Source: an optimization exercise on an open RTL-to-GDS flow (aim: small area and a short achievable clock period). Production flows keep margins and buffers that such runs may drop.
Where RTL was checked, it was by simulation tests only, not by an equivalence proof against the original.
Power figures rest on the tool's default switching activity, not on a simulated workload.

Setup of lane 1:
Design my_fir, start of the top module:
module my_fir
#(parameter F=10)
(
input logic                clk,
input logic                rst,
input logic signed  [15:0] filter_in,
output logic signed [31:0] filter_out
    );
Settings: LEC_CHECK=0, ABC_CLOCK_PERIOD_IN_PS=2600, CAP_MARGIN=20, CORE_MARGIN=2, CORE_UTILIZATION=40, PLACE_DENSITY=0.6, SLEW_MARGIN=20, SYNTH_HIERARCHICAL=1; clock period 6.5 ns.
run.sh (not shown) runs the stock make flow with config.mk's settings and CLKGATE_MAP_FILE= SYNTH_SCRIPT=/design/flow/synth_recipe.tcl, a recipe that flattens the netlist after the stock synthesis.
The inputs of lane 2 differ from those of lane 1 as listed below.
# lane 1
export LEC_CHECK = 0
export ABC_CLOCK_PERIOD_IN_PS = 2600
export CAP_MARGIN = 20
export CORE_MARGIN = 2
export CORE_UTILIZATION = 40
export PLACE_DENSITY = 0.6
export SLEW_MARGIN = 20
export SYNTH_HIERARCHICAL = 1
create_clock -name core_clock -period 6.5 [get_ports {clk}]
# lane 2
export LEC_CHECK = 0
export ABC_CLOCK_PERIOD_IN_PS = 2600
export CAP_MARGIN = 20
export CORE_MARGIN = 2
export CORE_UTILIZATION = 60
export PLACE_DENSITY = 0.75
export SETUP_SLACK_MARGIN = 3.6
export SLEW_MARGIN = 20
export SYNTH_HIERARCHICAL = 1
create_clock -name core_clock -period 6.5 [get_ports {clk}]
[summary]
- Taking lane 1 as 1.0, lane 2 lands at 1.08 on average routed wire per standard cell.
- | relative contribution of the clock network to total power | higher: lane 1 |
- The clock network contribution to total cell area was comparable across lane 2 and lane 1.
- Taking lane 1 as the reference, in lane 2 total power held; worst path arrival time went down; shortest period the worst path allows shrank by 0.35 ns; routed wire length now sits lower.
- Critical path depth: lane 2 < lane 1
- Setup WNS lane 1 -> lane 2: better
- The lower share of the clock period used by the worst path after layout came out of lane 2.
- Initial antenna violation count sits lower in lane 2 than in lane 1.
- Lane 2: full flow OK, the timing, DRC and antenna checks passed
### lane 2 -> lane 3
# lane 2
export LEC_CHECK = 0
export ABC_CLOCK_PERIOD_IN_PS = 2600
export CAP_MARGIN = 20
export CORE_MARGIN = 2
export CORE_UTILIZATION = 60
export PLACE_DENSITY = 0.75
export SETUP_SLACK_MARGIN = 3.6
export SLEW_MARGIN = 20
export SYNTH_HIERARCHICAL = 1
create_clock -name core_clock -period 6.5 [get_ports {clk}]
# lane 3
export LEC_CHECK = 0
export ABC_CLOCK_PERIOD_IN_PS = 2600
export CAP_MARGIN = 20
export CORE_MARGIN = 2
export CORE_UTILIZATION = 60
export CTS_CLUSTER_DIAMETER = 80
export CTS_CLUSTER_SIZE = 18
export PLACE_DENSITY = 0.75
export SETUP_SLACK_MARGIN = 3.7
export SLEW_MARGIN = 20
export SYNTH_HIERARCHICAL = 1
create_clock -name core_clock -period 6.5 [get_ports {clk}]
## What came out
- Vias: lane 3 more than lane 2
- The final antenna diode count of lane 3 is lower than that of lane 2.
- Diff lane 3 and lane 2: number of global-route vias before repair lower in lane 3
- For static leakage power, lane 2 and lane 3 come out practically identical.
- [compare] base=lane 2 new=lane 3: signed area change from the synthesized netlist to the final layout down 0.18 points; post-detailed-routing wire length down about 0.8%.
- Lane 3: no failed stages, no open violations at the end
Input-level comparison between lane 4 and lane 3:
# lane 3
export LEC_CHECK = 0
export ABC_CLOCK_PERIOD_IN_PS = 2600
export CAP_MARGIN = 20
export CORE_MARGIN = 2
export CORE_UTILIZATION = 60
export CTS_CLUSTER_DIAMETER = 80
export CTS_CLUSTER_SIZE = 18
export PLACE_DENSITY = 0.75
export SETUP_SLACK_MARGIN = 3.7
export SLEW_MARGIN = 20
export SYNTH_HIERARCHICAL = 1
create_clock -name core_clock -period 6.5 [get_ports {clk}]
# lane 4
export LEC_CHECK = 0
export ABC_CLOCK_PERIOD_IN_PS = 2600
export CAP_MARGIN = 20
export CORE_MARGIN = 2
export CORE_UTILIZATION = 40
export PLACE_DENSITY = 0.6
export SETUP_SLACK_MARGIN = 3.6
export SLEW_MARGIN = 20
export SYNTH_HIERARCHICAL = 1
create_clock -name core_clock -period 6.5 [get_ports {clk}]
--- outcome ---
Lane 4 completed every stage of the flow, and the final layout passed the timing, DRC and antenna checks. The higher die height came out of lane 4. Area added between synthesis and finish is higher on lane 4. Looking at routed wirelength normalized by instance count, lane 4 sits 2.1 microns lower than lane 3 does. Against lane 3, lane 4 comes in 53% higher on power in the clock group. Against lane 3, lane 4 comes in 446 higher on final cell count. Lane 4 ended with less number of setup buffers added after CTS than lane 3. From lane 3 to lane 4 the numbers moved as follows: met1 usage lost 17 points, clock-buffer cell count increased about 110%, fmax shows a reduction of 0.30%.
Modified inputs, lane 5 compared to lane 4
# lane 4
export LEC_CHECK = 0
export ABC_CLOCK_PERIOD_IN_PS = 2600
export CAP_MARGIN = 20
export CORE_MARGIN = 2
export CORE_UTILIZATION = 40
export PLACE_DENSITY = 0.6
export SETUP_SLACK_MARGIN = 3.6
export SLEW_MARGIN = 20
export SYNTH_HIERARCHICAL = 1
create_clock -name core_clock -period 6.5 [get_ports {clk}]
# lane 5
export LEC_CHECK = 0
export ABC_CLOCK_PERIOD_IN_PS = 2600
export CAP_MARGIN = 20
export CORE_MARGIN = 2
export CORE_UTILIZATION = 40
export PLACE_DENSITY = 0.6
export SETUP_SLACK_MARGIN = 3.9
export SLEW_MARGIN = 20
export SYNTH_HIERARCHICAL = 1
create_clock -name core_clock -period 6.5 [get_ports {clk}]
### Flow results
- Lane 5 vs. lane 4: layout-stage area growth over the synthesis result +8.1 points, depth of the critical timing path with buffers and inverters included climbed 4, fmax up about 2%.
- Area: lane 5 vs lane 4 -> lane 5 larger
- Compared with lane 4, global-route wire length before repair in lane 5 increased by a few percent.
- Compared with lane 4, in lane 5 total power consumption of the routed design now sits higher; share of the final layout cell area in sequential cells now sits lower; routed via count now sits higher; number of placed instances, taps included now sits at about the same level.
- Compared with lane 4, lane 5 improves worst reg-to-reg setup slack.

---

indigo:
my_fir, a different RTL version from the one above (not shown whole).
Size in the first run: roughly 2,500 cells after synthesis, ~740 flip-flops.
Settings: LEC_CHECK=0, CAP_MARGIN=20, CORE_MARGIN=2, CORE_UTILIZATION=60, CTS_CLUSTER_DIAMETER=80, CTS_CLUSTER_SIZE=18, PLACE_DENSITY=0.75, SETUP_SLACK_MARGIN=3.7, SLEW_MARGIN=20, SYNTH_HIERARCHICAL=1; clock period 6.5 ns.
Input changes introduced in yarrow (baseline for comparison: indigo):
--- a/flow/config.mk
+++ b/flow/config.mk
@@ -7,0 +8 @@
+export ABC_CLOCK_PERIOD_IN_PS = 2400
@@ -14 +15 @@
-export SETUP_SLACK_MARGIN = 3.7
+export SETUP_SLACK_MARGIN = 3.95
[summary]
Taking indigo as the reference, in yarrow power saw an increase, number of global-route vias before repair saw an increase.
Delta (yarrow minus indigo): count of inverters not on the clock network in the layout level; count of plain and timing-repair buffers moved up; register-to-register slack moved up; portion of total power attributed to the clock network moved down.
Summary of yarrow over indigo: setup slack picked up an extra 32 ps; number of buffers created by CTS lost about 2%.
Final cell area: yarrow above indigo
Between indigo and yarrow, depth of the worst register-to-register path decreased.
Input-level comparison between willow and yarrow:
--- a/flow/config.mk
+++ b/flow/config.mk
@@ -8 +7,0 @@
-export ABC_CLOCK_PERIOD_IN_PS = 2400
@@ -15 +14 @@
-export SETUP_SLACK_MARGIN = 3.95
+export SETUP_SLACK_MARGIN = 3.85
Findings:
As far as critical path depth goes, willow and yarrow are indistinguishable; the numbers are identical. Final cell area: willow below yarrow. From willow to yarrow, floorplan row count did not move at all. The via count in willow sits 1.6% below the value recorded for yarrow. Higher portion of total power attributed to the clock network goes to willow over yarrow.
No functional check of the RTL was part of any run of this note.

---

my_fir, a different RTL version from the one above (not shown whole).
Size: ~2200 cells after synthesis, ~750 flip-flops, ~50 I/O pins, about 39000 um^2 of cells after synthesis.
==> flow/design.v (excerpt) <==
module my_fir
#(parameter F=10)
(
input logic                clk,
input logic                rst,
input logic signed  [15:0] filter_in,
output logic signed [31:0] filter_out
    );
export LEC_CHECK = 0
export ABC_CLOCK_PERIOD_IN_PS = 2600
export CAP_MARGIN = 20
export CORE_MARGIN = 2
export CORE_UTILIZATION = 60
export CTS_CLUSTER_DIAMETER = 100
export CTS_CLUSTER_SIZE = 24
export PLACE_DENSITY = 0.75
export SETUP_SLACK_MARGIN = 4.0
export SLEW_MARGIN = 20
export SYNTH_HIERARCHICAL = 1
create_clock -name core_clock -period 6.5 [get_ports {clk}]
standard.sh (not shown) runs the stock make flow with config.mk's settings and CLKGATE_MAP_FILE= SYNTH_SCRIPT=/design/flow/synth_recipe.tcl, a recipe that flattens the netlist after the stock synthesis.
==> flow/flow/run.sh <==
#!/bin/bash
# Standard layout, but the port buffers inserted before placement are plain
# buffers (buf_2) instead of the resizer's default delay cell; everything
# else is the standard flow (standard.sh).
export BUFFER_PORTS_ARGS="-buffer_cell sky130_fd_sc_hd__buf_2"
bash standard.sh > standard.log 2>&1
status=$?
cp standard.sh my_standard_copy.sh.txt 2>/dev/null
exit $status
Then changed:
CORE_UTILIZATION = 66   (was 60)
PLACE_DENSITY = 0.8   (was 0.75)
SETUP_SLACK_MARGIN = 4.1   (was 4.0)
Die area drops by a little under a tenth.
Utilization climbs by 7.1 points.
Power climbs slightly.
Sequential share of layout area drops by 0.25 points.
Final area climbs slightly.
Hold slack got worse by 0.012 ns.
Routed wire length climbs by a few percent.
Worst setup slack improved by 0.037 ns.
Global-route usage climbs by 4.2 points.

---

== the previous run ==
Another version of the RTL of my_fir (not shown whole).
For scale: about 2300 cells after synthesis, about 730 flip-flops, ~50 I/O pins.
// my_fir
module my_fir
#(parameter F=10)
(
input logic                clk,
input logic                rst,
input logic signed  [15:0] filter_in,
output logic signed [31:0] filter_out
    );
Settings: LEC_CHECK=0, ABC_CLOCK_PERIOD_IN_PS=2600, CAP_MARGIN=20, CORE_MARGIN=2, CORE_UTILIZATION=60, CTS_CLUSTER_DIAMETER=80, CTS_CLUSTER_SIZE=18, PLACE_DENSITY=0.75, SETUP_SLACK_MARGIN=3.95, SLEW_MARGIN=20, SYNTH_HIERARCHICAL=1; clock period 6.5 ns.
Scripts as last shown in full above: flow/flow/run.sh
Modified inputs, the current run compared to the previous run
# the previous run
export LEC_CHECK = 0
export ABC_CLOCK_PERIOD_IN_PS = 2600
export CAP_MARGIN = 20
export CORE_MARGIN = 2
export CORE_UTILIZATION = 60
export CTS_CLUSTER_DIAMETER = 80
export CTS_CLUSTER_SIZE = 18
export PLACE_DENSITY = 0.75
export SETUP_SLACK_MARGIN = 3.95
export SLEW_MARGIN = 20
export SYNTH_HIERARCHICAL = 1
create_clock -name core_clock -period 6.5 [get_ports {clk}]
# the current run
export LEC_CHECK = 0
export ABC_CLOCK_PERIOD_IN_PS = 2600
export CAP_MARGIN = 20
export CORE_MARGIN = 2
export CORE_UTILIZATION = 60
export CTS_CLUSTER_DIAMETER = 100
export CTS_CLUSTER_SIZE = 24
export PLACE_DENSITY = 0.75
export SETUP_SLACK_MARGIN = 3.95
export SLEW_MARGIN = 20
export SYNTH_HIERARCHICAL = 1
create_clock -name core_clock -period 6.5 [get_ports {clk}]
[summary]
Re clock sink count: no difference whatsoever between the previous run and the current run.
The number of clock buffer instances in the layout number comes out lower for the current run vs the previous run.
The more densely filled core belongs to the previous run, not the current run.
Summary of the current run over the previous run: final area lost about 0.8%; met1 usage lost 0.18 points.

## port drivers added, routing unchanged
Ports are ideal in the flow. The routed layouts listed here were re-timed in OpenROAD.
Step 1 sets driving cells, clkbuf_16 on the clock port and buf_2 on the other inputs (assumed; they add their load-dependent delay and slew).
Step 2 moves the port delays by t, midway between the first and last clock arrival at a register: inputs arrive t later, outputs are due t later. That takes back most of the time a late clock gives input paths.
Three values: no drivers, after step 1, after step 2; two values: the first two.
run	t, ns	slack for setup (ns)	hold WS [ns]
lane 1	0.692	3.217 / 3.217 / 3.217	0.326 / 0.326 / 0.326
lane 2	0.667	3.570 / 3.508 / 3.227	0.346 / 0.346 / 0.346
lane 3	0.666	3.573 / 3.511 / 3.301	0.346 / 0.346 / 0.346
lane 4	0.695	3.565 / 3.499 / 3.267	0.326 / 0.326 / 0.326
lane 5	0.705	3.620 / 3.620 / 3.421	0.346 / 0.346 / 0.346
indigo	0.668	3.666 / 3.666 / 3.401	0.333 / 0.333 / 0.333
yarrow	0.671	3.698 / 3.698 / 3.572	0.344 / 0.344 / 0.344
willow	0.678	3.717 / 3.717 / 3.238	0.349 / 0.349 / 0.349
the first run of note 3	0.645	3.990 / 3.965 / 3.683	0.348 / 0.348 / 0.348
the second run of note 3	0.662	4.027 / 3.963 / 3.700	0.335 / 0.335 / 0.335
the previous run	0.667	3.933 / 3.918 / 3.600	0.350 / 0.350 / 0.350
the current run	0.645	3.923 / 3.923 / 3.604	0.353 / 0.353 / 0.353
After both steps setup and hold are still met in every run listed. The setup slack of willow, which loses most, moves by 0.000 ns with the drivers and by -0.479 ns with both steps. Setup slack includes reset recovery checks.
